Source: an optimization exercise on an open RTL-to-GDS flow (aim: small area and a short achievable clock period). Production flows keep margins and buffers that such runs may drop. The RTL was checked by simulation tests, not by an equivalence proof against the original design. The clock input has no modelled driver; a real chip could not lean on it and would need a root buffer or a full tree. Power and IR drop assume default switching activity.

## lane 1
Design uart_wb, start of the top module:
module uart_wb #(
	parameter integer DIV_WIDTH = 8,
	parameter integer DW = 16
)(
	output wire uart_tx,
	input  wire uart_rx,
	input  wire [1:0]    wb_addr,
	output wire [DW-1:0] wb_rdata,
	input  wire [DW-1:0] wb_wdata,
	input  wire          wb_we,
	input  wire          wb_cyc,
	output wire          wb_ack,
	input  wire clk,
	input  wire rst
);
export LEC_CHECK = 0
export CAP_MARGIN = 20
export CORE_MARGIN = 2
export CORE_UTILIZATION = 50
export CTS_CLUSTER_DIAMETER = 90
export CTS_CLUSTER_SIZE = 28
export SETUP_SLACK_MARGIN = 1.9
export SLEW_MARGIN = 20
create_clock -name core_clock -period 4.0 [get_ports {clk}]
run.sh (not shown) runs the stock make flow with config.mk's settings and CLKGATE_MAP_FILE= SYNTH_SCRIPT=/design/flow/synth_recipe.tcl, a recipe that flattens the netlist after the stock synthesis.
Lane 1: all stages complete, timing, DRC and antenna checks passed
#### Input delta (lane 2 over lane 1)
- PLACE_DENSITY now 0.72, previously not set
- CORE_UTILIZATION now 60, was 50
Findings:
- Lane 1 → lane 2: cell internal power dissipation about even; worst setup slack fell 0.045 ns.
- Looking at highest-delay cell along the critical path, the sky130_fd_sc_hd__dfxtp_4 result is from lane 1; the sky130_fd_sc_hd__dfrtp_1 one comes from lane 2.
- Lane 1 and lane 2 ended up with roughly the same total power.
- Lower final area goes to lane 2 over lane 1.


job 2561:
uart_wb, a different RTL version from the one above (not shown whole).
For scale: roughly 4800 cells after synthesis, ~41 I/O pins, roughly 0.086 mm² of cells after synthesis.
==> flow/config.mk <==
export PLATFORM = sky130hd
export DESIGN_NAME = uart_wb
export DESIGN_NICKNAME = uart_wb
export VERILOG_FILES = /design/flow/design.v
export SDC_FILE = /design/flow/constraint.sdc
export NUM_CORES = 4
export LEC_CHECK = 0
export CAP_MARGIN = 20
export CORE_MARGIN = 2
export CORE_UTILIZATION = 50
export CTS_CLUSTER_DIAMETER = 90
export CTS_CLUSTER_SIZE = 28
export SETUP_SLACK_MARGIN = 2.3
export SLEW_MARGIN = 20
==> flow/constraint.sdc <==
create_clock -name core_clock -period 4.0 [get_ports {clk}]
set_input_delay 0.8000 -clock core_clock [delete_from_list [all_inputs] [get_ports {clk}]]
set_output_delay 0.8000 -clock core_clock [all_outputs]
set_load 0.01 [all_outputs]
standard.sh (not shown) runs the stock make flow with config.mk's settings and CLKGATE_MAP_FILE= SYNTH_SCRIPT=/design/flow/synth_recipe.tcl, a recipe that flattens the netlist after the stock synthesis.
==> flow/flow/run.sh <==
#!/bin/bash
# Layout flow: the standard flow (standard.sh) on a copy of the ORFS
# scripts with two changes:
# - cts.tcl builds the clock tree with flow/mycts.tcl (the clock port feeds
#   one root buffer per quarter of the die, each root 4 sub-roots, each
#   sub-root the leaf buffers of its part, each leaf buffer a cluster of
#   nearby flip-flops) in place of clock_tree_synthesis;
# - cts.tcl and global_route.tcl repair timing twice: first with the output
#   ports' output delay set to 0 (the paths to the outputs mostly depend on
#   the clock tree, and the repair otherwise stops at them), then, with the
#   constraint's output delay set back, as ORFS does.
# The timing repair may also resize cells to another footprint
# (MATCH_CELL_FOOTPRINT=0). Every other step is ORFS's own. Each step's log is in orfs/logs/, make's
# output in flow_make.log.
set -euo pipefail
W=$PWD
rm -rf "$W/orfs_scripts"
cp -r "$FLOW_HOME/scripts" "$W/orfs_scripts"
grep '^set_output_delay' "$W/constraint.sdc" > "$W/output_delay.sdc"
python3 - "$W/orfs_scripts" <<'PY'
import sys
d = sys.argv[1]
relaxed = ("set_output_delay 0 -clock [all_clocks] [all_outputs]\n  repair_timing_helper\n"
           "  source $::env(MY_OUTPUT_DELAY_SDC)\n  repair_timing_helper\n")
p = d + "/cts.tcl"
s = open(p).read()
old = "log_cmd clock_tree_synthesis {*}$cts_args\n"
assert s.count(old) == 1, "cts.tcl: clock_tree_synthesis call not found"
s = s.replace(old, "source $::env(MYCTS_TCL)\nset_propagated_clock [all_clocks]\n")
old = "  repair_timing_helper\n"
assert s.count(old) == 1, "cts.tcl: repair_timing_helper call not found"
s = s.replace(old, "  " + relaxed)
open(p, "w").write(s)
p = d + "/global_route.tcl"
s = open(p).read()
old = "    repair_timing_helper\n"
assert s.count(old) == 1, "global_route.tcl: repair_timing_helper call not found"
s = s.replace(old, "    " + relaxed.replace("\n  ", "\n    "))
open(p, "w").write(s)
PY
export SCRIPTS_DIR="$W/orfs_scripts"
export MYCTS_TCL="$W/flow/mycts.tcl"
export MY_OUTPUT_DELAY_SDC="$W/output_delay.sdc"
export MYCTS_LEAF=26
export MYCTS_SUB=1
# (on make's command line: the platform's config.mk sets it to 1)
bash standard.sh MATCH_CELL_FOOTPRINT=0 finish > "$W/flow_make.log" 2>&1
Other scripts of this flow, unchanged in this note and not shown: flow/flow/mycts.tcl
Input changes introduced in job 694 (baseline for comparison: job 2561):
- SETUP_SLACK_MARGIN changed from 2.3 to 1.9
diff --git a/flow/flow/run.sh b/flow/flow/run.sh
--- a/flow/flow/run.sh
+++ b/flow/flow/run.sh
@@ -12,2 +12 @@
-# The timing repair may also resize cells to another footprint
-# (MATCH_CELL_FOOTPRINT=0). Every other step is ORFS's own. Each step's log is in orfs/logs/, make's
+# Every other step is ORFS's own. Each step's log is in orfs/logs/, make's
@@ -46,2 +45 @@
-# (on make's command line: the platform's config.mk sets it to 1)
-bash standard.sh MATCH_CELL_FOOTPRINT=0 finish > "$W/flow_make.log" 2>&1
+bash standard.sh finish > "$W/flow_make.log" 2>&1
Notes after the runs:
- Taking job 2561 as the reference point, the relative area change from synthesis to final layout of job 694 falls by 4.7 points.
- Against job 2561 as the reference, job 694 delivers a higher layout filler cell count.
- For job 2561, the highest metal layer with signal wires was met5, unlike job 694, where it was met4.
- Job 2561 → job 694: routed wire length went down; power per unit of standard cell area saw an increase; multi-input combinational cell area went down; achievable clock frequency lower.
- Job 694 and job 2561 ended up with roughly the same tightest hold margin.
- Job 694: overall power consumption is 0.15 mW lower than what job 2561 reported.
- Job 694 vs. job 2561: final standard cell area without fillers went down by 4.2%.
- In the metrics for job 2561 and job 694, the one carrying the higher worst setup slack is job 2561.
- Minimum clock period after layout (lower): job 2561
The following lists how job 4482 was set up differently from job 694:
- changing SETUP_SLACK_MARGIN from 1.9 to 2.2
diff --git a/flow/flow/run.sh b/flow/flow/run.sh
--- a/flow/flow/run.sh
+++ b/flow/flow/run.sh
@@ -12 +12,2 @@
-# Every other step is ORFS's own. Each step's log is in orfs/logs/, make's
+# The timing repair may also resize cells to another footprint
+# (MATCH_CELL_FOOTPRINT=0). Every other step is ORFS's own. Each step's log is in orfs/logs/, make's
@@ -45 +46,2 @@
-bash standard.sh finish > "$W/flow_make.log" 2>&1
+# (on make's command line: the platform's config.mk sets it to 1)
+bash standard.sh MATCH_CELL_FOOTPRINT=0 finish > "$W/flow_make.log" 2>&1
==> run notes <==
Top achievable clock speed on job 4482 is ahead of job 694. Post-CTS resize count is lower on job 694. Total wire length of job 4482 exceeds that of job 694 by a few percent. Compared job 694 against job 4482; worst hold slack within noise. Job 4482 vs. job 694: number of non-filler instances in the completed layout increased 1.3%, global-route usage over all layers increased 0.50 points, initial antenna violation count increased 1, synthesis-to-layout area growth increased 2.0 points. Total number of multi-input combinational cells: job 4482 vs job 694, no meaningful difference. The share of cells above drive strength 1 of job 4482 is higher than that of job 694.
In every run of this note, the design's own scripts or RTL, not TritonCTS, make the clock network.


uart_wb with an RTL version that a note above also has.
Size in the first run: roughly 2,300 flip-flops, ~41 I/O pins.
Design uart_wb, start of the top module:
module uart_wb #(
	parameter integer DIV_WIDTH = 8,
	parameter integer DW = 16
)(
	output wire uart_tx,
	input  wire uart_rx,
	input  wire [1:0]    wb_addr,
	output wire [DW-1:0] wb_rdata,
	input  wire [DW-1:0] wb_wdata,
	input  wire          wb_we,
	input  wire          wb_cyc,
	output wire          wb_ack,
	input  wire clk,
	input  wire rst
);
export LEC_CHECK = 0
export CAP_MARGIN = 20
export CORE_MARGIN = 2
export CORE_UTILIZATION = 50
export CTS_CLUSTER_DIAMETER = 90
export CTS_CLUSTER_SIZE = 28
export SETUP_SLACK_MARGIN = 1.9
export SLEW_MARGIN = 20
create_clock -name core_clock -period 4.0 [get_ports {clk}]
==> flow/flow/run.sh <==
#!/bin/bash
# Layout flow: the standard flow (standard.sh), except for the clock
# tree. In a copy of the ORFS scripts, cts.tcl builds the clock tree with
# flow/mycts.tcl (the clock port feeds one root buffer per quarter of the
# die, each root feeds the leaf buffers of its quarter, each leaf buffer a
# cluster of nearby flip-flops) in place of clock_tree_synthesis; all the
# rest of the cts step (timing repair, placement legalization) and every
# other step are ORFS's own, unchanged.
set -euo pipefail
W=$PWD
rm -rf "$W/orfs_scripts"
cp -r "$FLOW_HOME/scripts" "$W/orfs_scripts"
python3 - "$W/orfs_scripts/cts.tcl" <<'PY'
import sys
p = sys.argv[1]
s = open(p).read()
old = "log_cmd clock_tree_synthesis {*}$cts_args\n"
assert s.count(old) == 1, "cts.tcl: clock_tree_synthesis call not found"
s = s.replace(old, "source $::env(MYCTS_TCL)\nset_propagated_clock [all_clocks]\n")
open(p, "w").write(s)
PY
export SCRIPTS_DIR="$W/orfs_scripts"
export MYCTS_TCL="$W/flow/mycts.tcl"
export MYCTS_LEAF=26
export MYCTS_SUB=1
bash standard.sh finish > "$W/flow_make.log" 2>&1
Other scripts of this flow, unchanged in this note and not shown: flow/flow/mycts.tcl
The baseline ran to the end with no violations.
Then changed:
==> flow/flow/run.sh (replaced) <==
#!/bin/bash
# Layout flow: the standard flow (standard.sh) on a copy of the ORFS
# scripts with two changes:
# - cts.tcl builds the clock tree with flow/mycts.tcl (the clock port feeds
#   one root buffer per quarter of the die, each root 4 sub-roots, each
#   sub-root the leaf buffers of its part, each leaf buffer a cluster of
#   nearby flip-flops) in place of clock_tree_synthesis;
# - cts.tcl and global_route.tcl repair timing twice: first with the output
#   ports' output delay set to 0 (the paths to the outputs mostly depend on
#   the clock tree, and the repair otherwise stops at them), then, with the
#   constraint's output delay set back, as ORFS does.
# The timing repair may also resize cells to another footprint
# (MATCH_CELL_FOOTPRINT=0). Every other step is ORFS's own. Each step's log is in orfs/logs/, make's
# output in flow_make.log.
set -euo pipefail
W=$PWD
rm -rf "$W/orfs_scripts"
cp -r "$FLOW_HOME/scripts" "$W/orfs_scripts"
grep '^set_output_delay' "$W/constraint.sdc" > "$W/output_delay.sdc"
python3 - "$W/orfs_scripts" <<'PY'
import sys
d = sys.argv[1]
relaxed = ("set_output_delay 0 -clock [all_clocks] [all_outputs]\n  repair_timing_helper\n"
           "  source $::env(MY_OUTPUT_DELAY_SDC)\n  repair_timing_helper\n")
p = d + "/cts.tcl"
s = open(p).read()
old = "log_cmd clock_tree_synthesis {*}$cts_args\n"
assert s.count(old) == 1, "cts.tcl: clock_tree_synthesis call not found"
s = s.replace(old, "source $::env(MYCTS_TCL)\nset_propagated_clock [all_clocks]\n")
old = "  repair_timing_helper\n"
assert s.count(old) == 1, "cts.tcl: repair_timing_helper call not found"
s = s.replace(old, "  " + relaxed)
open(p, "w").write(s)
p = d + "/global_route.tcl"
s = open(p).read()
old = "    repair_timing_helper\n"
assert s.count(old) == 1, "global_route.tcl: repair_timing_helper call not found"
s = s.replace(old, "    " + relaxed.replace("\n  ", "\n    "))
open(p, "w").write(s)
PY
export SCRIPTS_DIR="$W/orfs_scripts"
export MYCTS_TCL="$W/flow/mycts.tcl"
export MY_OUTPUT_DELAY_SDC="$W/output_delay.sdc"
export MYCTS_LEAF=26
export MYCTS_SUB=1
# (on make's command line: the platform's config.mk sets it to 1)
bash standard.sh MATCH_CELL_FOOTPRINT=0 finish > "$W/flow_make.log" 2>&1
Effect:
- total power fell by 0.33%
- utilization rose by 0.20 points
- via count rose by 0.41%
- flip-flop and latch count is unchanged
- synthesized cell count stays the same
- register-to-register slack degrades by 0.08 ns
- final area rose by 0.37%
- area after synthesis is unchanged
- setup slack degrades by 0.081 ns
- critical path depth stays the same
- worst hold slack barely changes
No run of this note takes its clock network from TritonCTS; it comes from the design's own scripts or RTL.


== job 9719 ==
uart_wb with an RTL version that a note above also has.
Size in the first run: ~2400 flip-flops, roughly 41 I/O pins.
clock: 4.0 ns
lec_check: 0
cap_margin: 20
core_margin: 2
core_utilization: 50
cts_cluster_diameter: 90
cts_cluster_size: 28
setup_slack_margin: 2.1
slew_margin: 20
==> flow/flow/run.sh <==
#!/bin/bash
# Layout flow: the standard flow (standard.sh) on a copy of the ORFS
# scripts with two changes:
# - cts.tcl builds the clock tree with flow/mycts.tcl (the clock port feeds
#   one root buffer per quarter of the die, each root 4 sub-roots, each
#   sub-root the leaf buffers of its part, each leaf buffer a cluster of
#   nearby flip-flops) in place of clock_tree_synthesis;
# - cts.tcl and global_route.tcl repair timing twice: first with the output
#   ports' output delay set to 0 (the paths to the outputs mostly depend on
#   the clock tree, and the repair otherwise stops at them), then, with the
#   constraint's output delay set back, as ORFS does.
# The timing repair may also resize cells to another footprint
# (MATCH_CELL_FOOTPRINT=0). Every other step is ORFS's own. Each step's log is in orfs/logs/, make's
# output in flow_make.log.
set -euo pipefail
W=$PWD
rm -rf "$W/orfs_scripts"
cp -r "$FLOW_HOME/scripts" "$W/orfs_scripts"
grep '^set_output_delay' "$W/constraint.sdc" > "$W/output_delay.sdc"
python3 - "$W/orfs_scripts" <<'PY'
import sys
d = sys.argv[1]
relaxed = ("set_output_delay 0 -clock [all_clocks] [all_outputs]\n  repair_timing_helper\n"
           "  source $::env(MY_OUTPUT_DELAY_SDC)\n  repair_timing_helper\n")
p = d + "/cts.tcl"
s = open(p).read()
old = "log_cmd clock_tree_synthesis {*}$cts_args\n"
assert s.count(old) == 1, "cts.tcl: clock_tree_synthesis call not found"
s = s.replace(old, "source $::env(MYCTS_TCL)\nset_propagated_clock [all_clocks]\n")
old = "  repair_timing_helper\n"
assert s.count(old) == 1, "cts.tcl: repair_timing_helper call not found"
s = s.replace(old, "  " + relaxed)
open(p, "w").write(s)
p = d + "/global_route.tcl"
s = open(p).read()
old = "    repair_timing_helper\n"
assert s.count(old) == 1, "global_route.tcl: repair_timing_helper call not found"
s = s.replace(old, "    " + relaxed.replace("\n  ", "\n    "))
open(p, "w").write(s)
PY
export SCRIPTS_DIR="$W/orfs_scripts"
export MYCTS_TCL="$W/flow/mycts.tcl"
export MY_OUTPUT_DELAY_SDC="$W/output_delay.sdc"
export MYCTS_LEAF=26
export MYCTS_SUB=1
# (on make's command line: the platform's config.mk sets it to 1)
bash standard.sh MATCH_CELL_FOOTPRINT=0 finish > "$W/flow_make.log" 2>&1
==> flow/flow/mycts.tcl <==
# Hand-built clock tree: the clock port feeds 4 root buffers (one per
# quarter of the die); each root feeds the leaf buffers of its quarter; each
# leaf buffer feeds a cluster of about MYCTS_LEAF flip-flops close together;
# with MYCTS_SUB set, each root feeds 4 sub-roots that feed the leaves
# (the quarter is cut in columns along x, each column in runs along y).
proc mycts_build {} {
  set block [ord::get_db_block]
  set db [ord::get_db]
  set buf [$db findMaster sky130_fd_sc_hd__clkbuf_16]
  set leaf_size [expr {[info exists ::env(MYCTS_LEAF)] ? $::env(MYCTS_LEAF) : 24}]
  set clk_net [$block findNet clk]
  # sinks: the instance pins on the clock net
  set sinks {}
  foreach it [$clk_net getITerms] {
    set inst [$it getInst]
    set bb [$inst getBBox]
    lappend sinks [list $it [expr {([$bb xMin]+[$bb xMax])/2}] [expr {([$bb yMin]+[$bb yMax])/2}]]
  }
  set n [llength $sinks]
  set die [$block getDieArea]
  set cx [expr {([$die xMin]+[$die xMax])/2}]
  set cy [expr {([$die yMin]+[$die yMax])/2}]
  # 4 regions: quadrants
  set regions {{} {} {} {}}
  foreach s $sinks {
    set q [expr {([lindex $s 1] >= $cx ? 1 : 0) + ([lindex $s 2] >= $cy ? 2 : 0)}]
    lset regions $q [concat [lindex $regions $q] [list $s]]
  }
  set li 0
  set ri 0
  foreach reg $regions {
    set m [llength $reg]
    if {$m == 0} continue
    # leaf clusters: strips along x, then runs along y inside each strip
    set nleaf [expr {int(ceil(double($m) / $leaf_size))}]
    set ncol [expr {max(1, int(round(sqrt($nleaf))))}]
    set bycol [lsort -integer -index 1 $reg]
    set percol [expr {int(ceil(double($m) / $ncol))}]
    set leaves {}
    for {set c 0} {$c < $ncol} {incr c} {
      set col [lrange $bycol [expr {$c*$percol}] [expr {($c+1)*$percol-1}]]
      if {[llength $col] == 0} continue
      set col [lsort -integer -index 2 $col]
      set k [expr {int(ceil(double([llength $col]) / $leaf_size))}]
      set per [expr {int(ceil(double([llength $col]) / $k))}]
      for {set j 0} {$j < $k} {incr j} {
        set cl [lrange $col [expr {$j*$per}] [expr {($j+1)*$per-1}]]
        if {[llength $cl] == 0} continue
        set sx 0; set sy 0
        foreach s $cl { incr sx [lindex $s 1]; incr sy [lindex $s 2] }
        set x [expr {$sx / [llength $cl]}]; set y [expr {$sy / [llength $cl]}]
        set inst [odb::dbInst_create $block $buf "clkbuf_leaf_$li"]
        $inst setLocation $x $y
        $inst setPlacementStatus PLACED
        set net [odb::dbNet_create $block "clknet_leaf_$li"]
        $net setSigType CLOCK
        foreach s $cl { set it [lindex $s 0]; $it disconnect; $it connect $net }
        [$inst findITerm X] connect $net
        lappend leaves [list $inst $x $y]
        incr li
      }
    }
    # root of the region, with MYCTS_SUB sub-roots in between (the leaves
    # split in 2 by x, then each half in 2 by y)
    set groups [list $leaves]
    if {[info exists ::env(MYCTS_SUB)] && $::env(MYCTS_SUB) > 0} {
      set byx [lsort -integer -index 1 $leaves]
      set h [expr {[llength $byx] / 2}]
      set groups {}
      foreach half [list [lrange $byx 0 [expr {$h-1}]] [lrange $byx $h end]] {
        set byy [lsort -integer -index 2 $half]
        set h2 [expr {[llength $byy] / 2}]
        foreach g [list [lrange $byy 0 [expr {$h2-1}]] [lrange $byy $h2 end]] {
          if {[llength $g]} { lappend groups $g }
        }
      }
    }
    set tops {}
    set si 0
    foreach g $groups {
      if {[llength $groups] == 1} { lappend tops {*}$g; break }
      set sx 0; set sy 0
      foreach l $g { incr sx [lindex $l 1]; incr sy [lindex $l 2] }
      set x [expr {$sx / [llength $g]}]; set y [expr {$sy / [llength $g]}]
      set sub [odb::dbInst_create $block $buf "clkbuf_sub_${ri}_$si"]
      $sub setLocation $x $y
      $sub setPlacementStatus PLACED
      set snet [odb::dbNet_create $block "clknet_sub_${ri}_$si"]
      $snet setSigType CLOCK
      [$sub findITerm X] connect $snet
      foreach l $g { [[lindex $l 0] findITerm A] connect $snet }
      lappend tops [list $sub $x $y]
      incr si
    }
    set sx 0; set sy 0
    foreach l $tops { incr sx [lindex $l 1]; incr sy [lindex $l 2] }
    set x [expr {$sx / [llength $tops]}]; set y [expr {$sy / [llength $tops]}]
    set root [odb::dbInst_create $block $buf "clkbuf_root_$ri"]
    $root setLocation $x $y
    $root setPlacementStatus PLACED
    set rnet [odb::dbNet_create $block "clknet_root_$ri"]
    $rnet setSigType CLOCK
    [$root findITerm X] connect $rnet
    foreach l $tops { [[lindex $l 0] findITerm A] connect $rnet }
    [$root findITerm A] connect $clk_net
    incr ri
  }
  puts "mycts: $n sinks, $li leaf buffers, $ri root buffers"
}
mycts_build
In summary, job 9719 completed successfully, with a layout that passed the timing, DRC and antenna checks.
> inputs changed (job 9719 -> job 4781)
- SETUP_SLACK_MARGIN: 2.1 -> 1.9
Notes after the runs:
When the final numbers for job 9719 and job 4781 were put side by side, the longest individual stage delay on the worst path turned out to be greater in job 4781. Against job 9719 as the reference, job 4781 delivers a lower setup slack. There was hardly any difference in power consumption between job 9719 and job 4781. On job 4781: share of the cycle needed by the critical path after routing is 4.4 points higher than what job 9719 gave. In terms of hold slack, job 9719 and job 4781 differ only marginally.
Here is what was changed in the inputs of job 8017 compared with job 4781.
- changing SETUP_SLACK_MARGIN from 1.9 to 2.1
-- flow/flow/run.sh --
<<< job 4781, line 6
#   sub-root the leaf buffers of its part, each leaf buffer a cluster of
#   nearby flip-flops) in place of clock_tree_synthesis;
>>> job 8017, line 6
#   sub-root the leaf buffers (clkbuf_8) of its part, each leaf buffer a
#   cluster of about 16 nearby flip-flops) in place of clock_tree_synthesis;
<<< job 4781, line 44
export MYCTS_LEAF=26
>>> job 8017, line 44
export MYCTS_LEAF=16
export MYCTS_LEAF_BUF=sky130_fd_sc_hd__clkbuf_8
-- flow/flow/mycts.tcl --
<<< job 4781, line 4
# with MYCTS_SUB set, each root feeds 4 sub-roots that feed the leaves
>>> job 8017, line 4
# with MYCTS_SUB set, each root feeds 4 sub-roots that feed the leaves;
# the leaf buffers are MYCTS_LEAF_BUF cells (clkbuf_16 by default)
<<< job 4781, line 10
>>> job 8017, line 11
  set leaf_buf $buf
  if {[info exists ::env(MYCTS_LEAF_BUF)]} { set leaf_buf [$db findMaster $::env(MYCTS_LEAF_BUF)] }
<<< job 4781, line 52
        set inst [odb::dbInst_create $block $buf "clkbuf_leaf_$li"]
>>> job 8017, line 55
        set inst [odb::dbInst_create $block $leaf_buf "clkbuf_leaf_$li"]
==> comparison <==
Where worst setup slack is concerned, job 4781 is outperformed by job 8017. Changes observed in job 8017 relative to job 4781: total wirelength of the detailed-routed design saw an increase, latest clock arrival within the worst-skew pair shows no meaningful change. Compared with job 4781, in job 8017 multiplexer share of the synthesized area has remained practically unchanged, share of the clock period used by the worst path fell by 3.8 points, final hold slack has remained practically unchanged, largest clock skew in the final design did not really move. Taking job 4781 as the reference point, the met1 track utilization from global routing of job 8017 rises by 0.17 points.
No run of this note takes its clock network from TritonCTS; it comes from the design's own scripts or RTL.

[afterwards: timing with drivers on the ports]
In the flow no input, the clock included, has a driving cell. The finished layouts below were timed again as built, in two steps.
Step 1 (the two cells are an assumption about what drives the block):
set clk [get_ports {clk}]
set_driving_cell -lib_cell sky130_fd_sc_hd__clkbuf_16 $clk
set_driving_cell -lib_cell sky130_fd_sc_hd__buf_2 [delete_from_list [all_inputs] $clk]
Step 2, shift: input delay + t, output delay - t, t = (earliest + latest rising clock arrival at the registers) / 2. This alone moves slack from input paths to output paths.
a / b / c = no drivers / after step 1 / after step 2; a / b = the first two.
run | t (ns) | setup WS [ns] | hold WS [ns]
lane 1 | 0.845 | 1.849 / 1.764 / 1.151 | 0.340 / 0.340 / 0.340
lane 2 | 0.830 | 1.804 / 1.804 / 1.210 | 0.342 / 0.342 / 0.342
job 2561 | 0.744 | 2.062 / 1.925 / 1.788 | 0.336 / 0.336 / 0.336
job 694 | 0.733 | 1.862 / 1.764 / 1.388 | 0.336 / 0.336 / 0.336
job 4482 | 0.742 | 2.056 / 1.926 / 1.646 | 0.336 / 0.336 / 0.336
the first run of note 3 | 0.736 | 1.863 / 1.740 / 1.397 | 0.336 / 0.336 / 0.336
the second run of note 3 | 0.736 | 1.782 / 1.782 / 1.392 | 0.339 / 0.339 / 0.339
job 9719 | 0.734 | 2.054 / 1.896 / 1.563 | 0.336 / 0.336 / 0.336
job 4781 | 0.730 | 1.877 / 1.789 / 1.399 | 0.336 / 0.336 / 0.336
job 8017 | 0.744 | 2.029 / 1.877 / 1.597 | 0.337 / 0.337 / 0.337
After both steps setup and hold are still met in every run listed. For lane 1, which loses most, drivers alone change the setup slack by -0.085 ns; drivers and shift together by -0.698 ns.
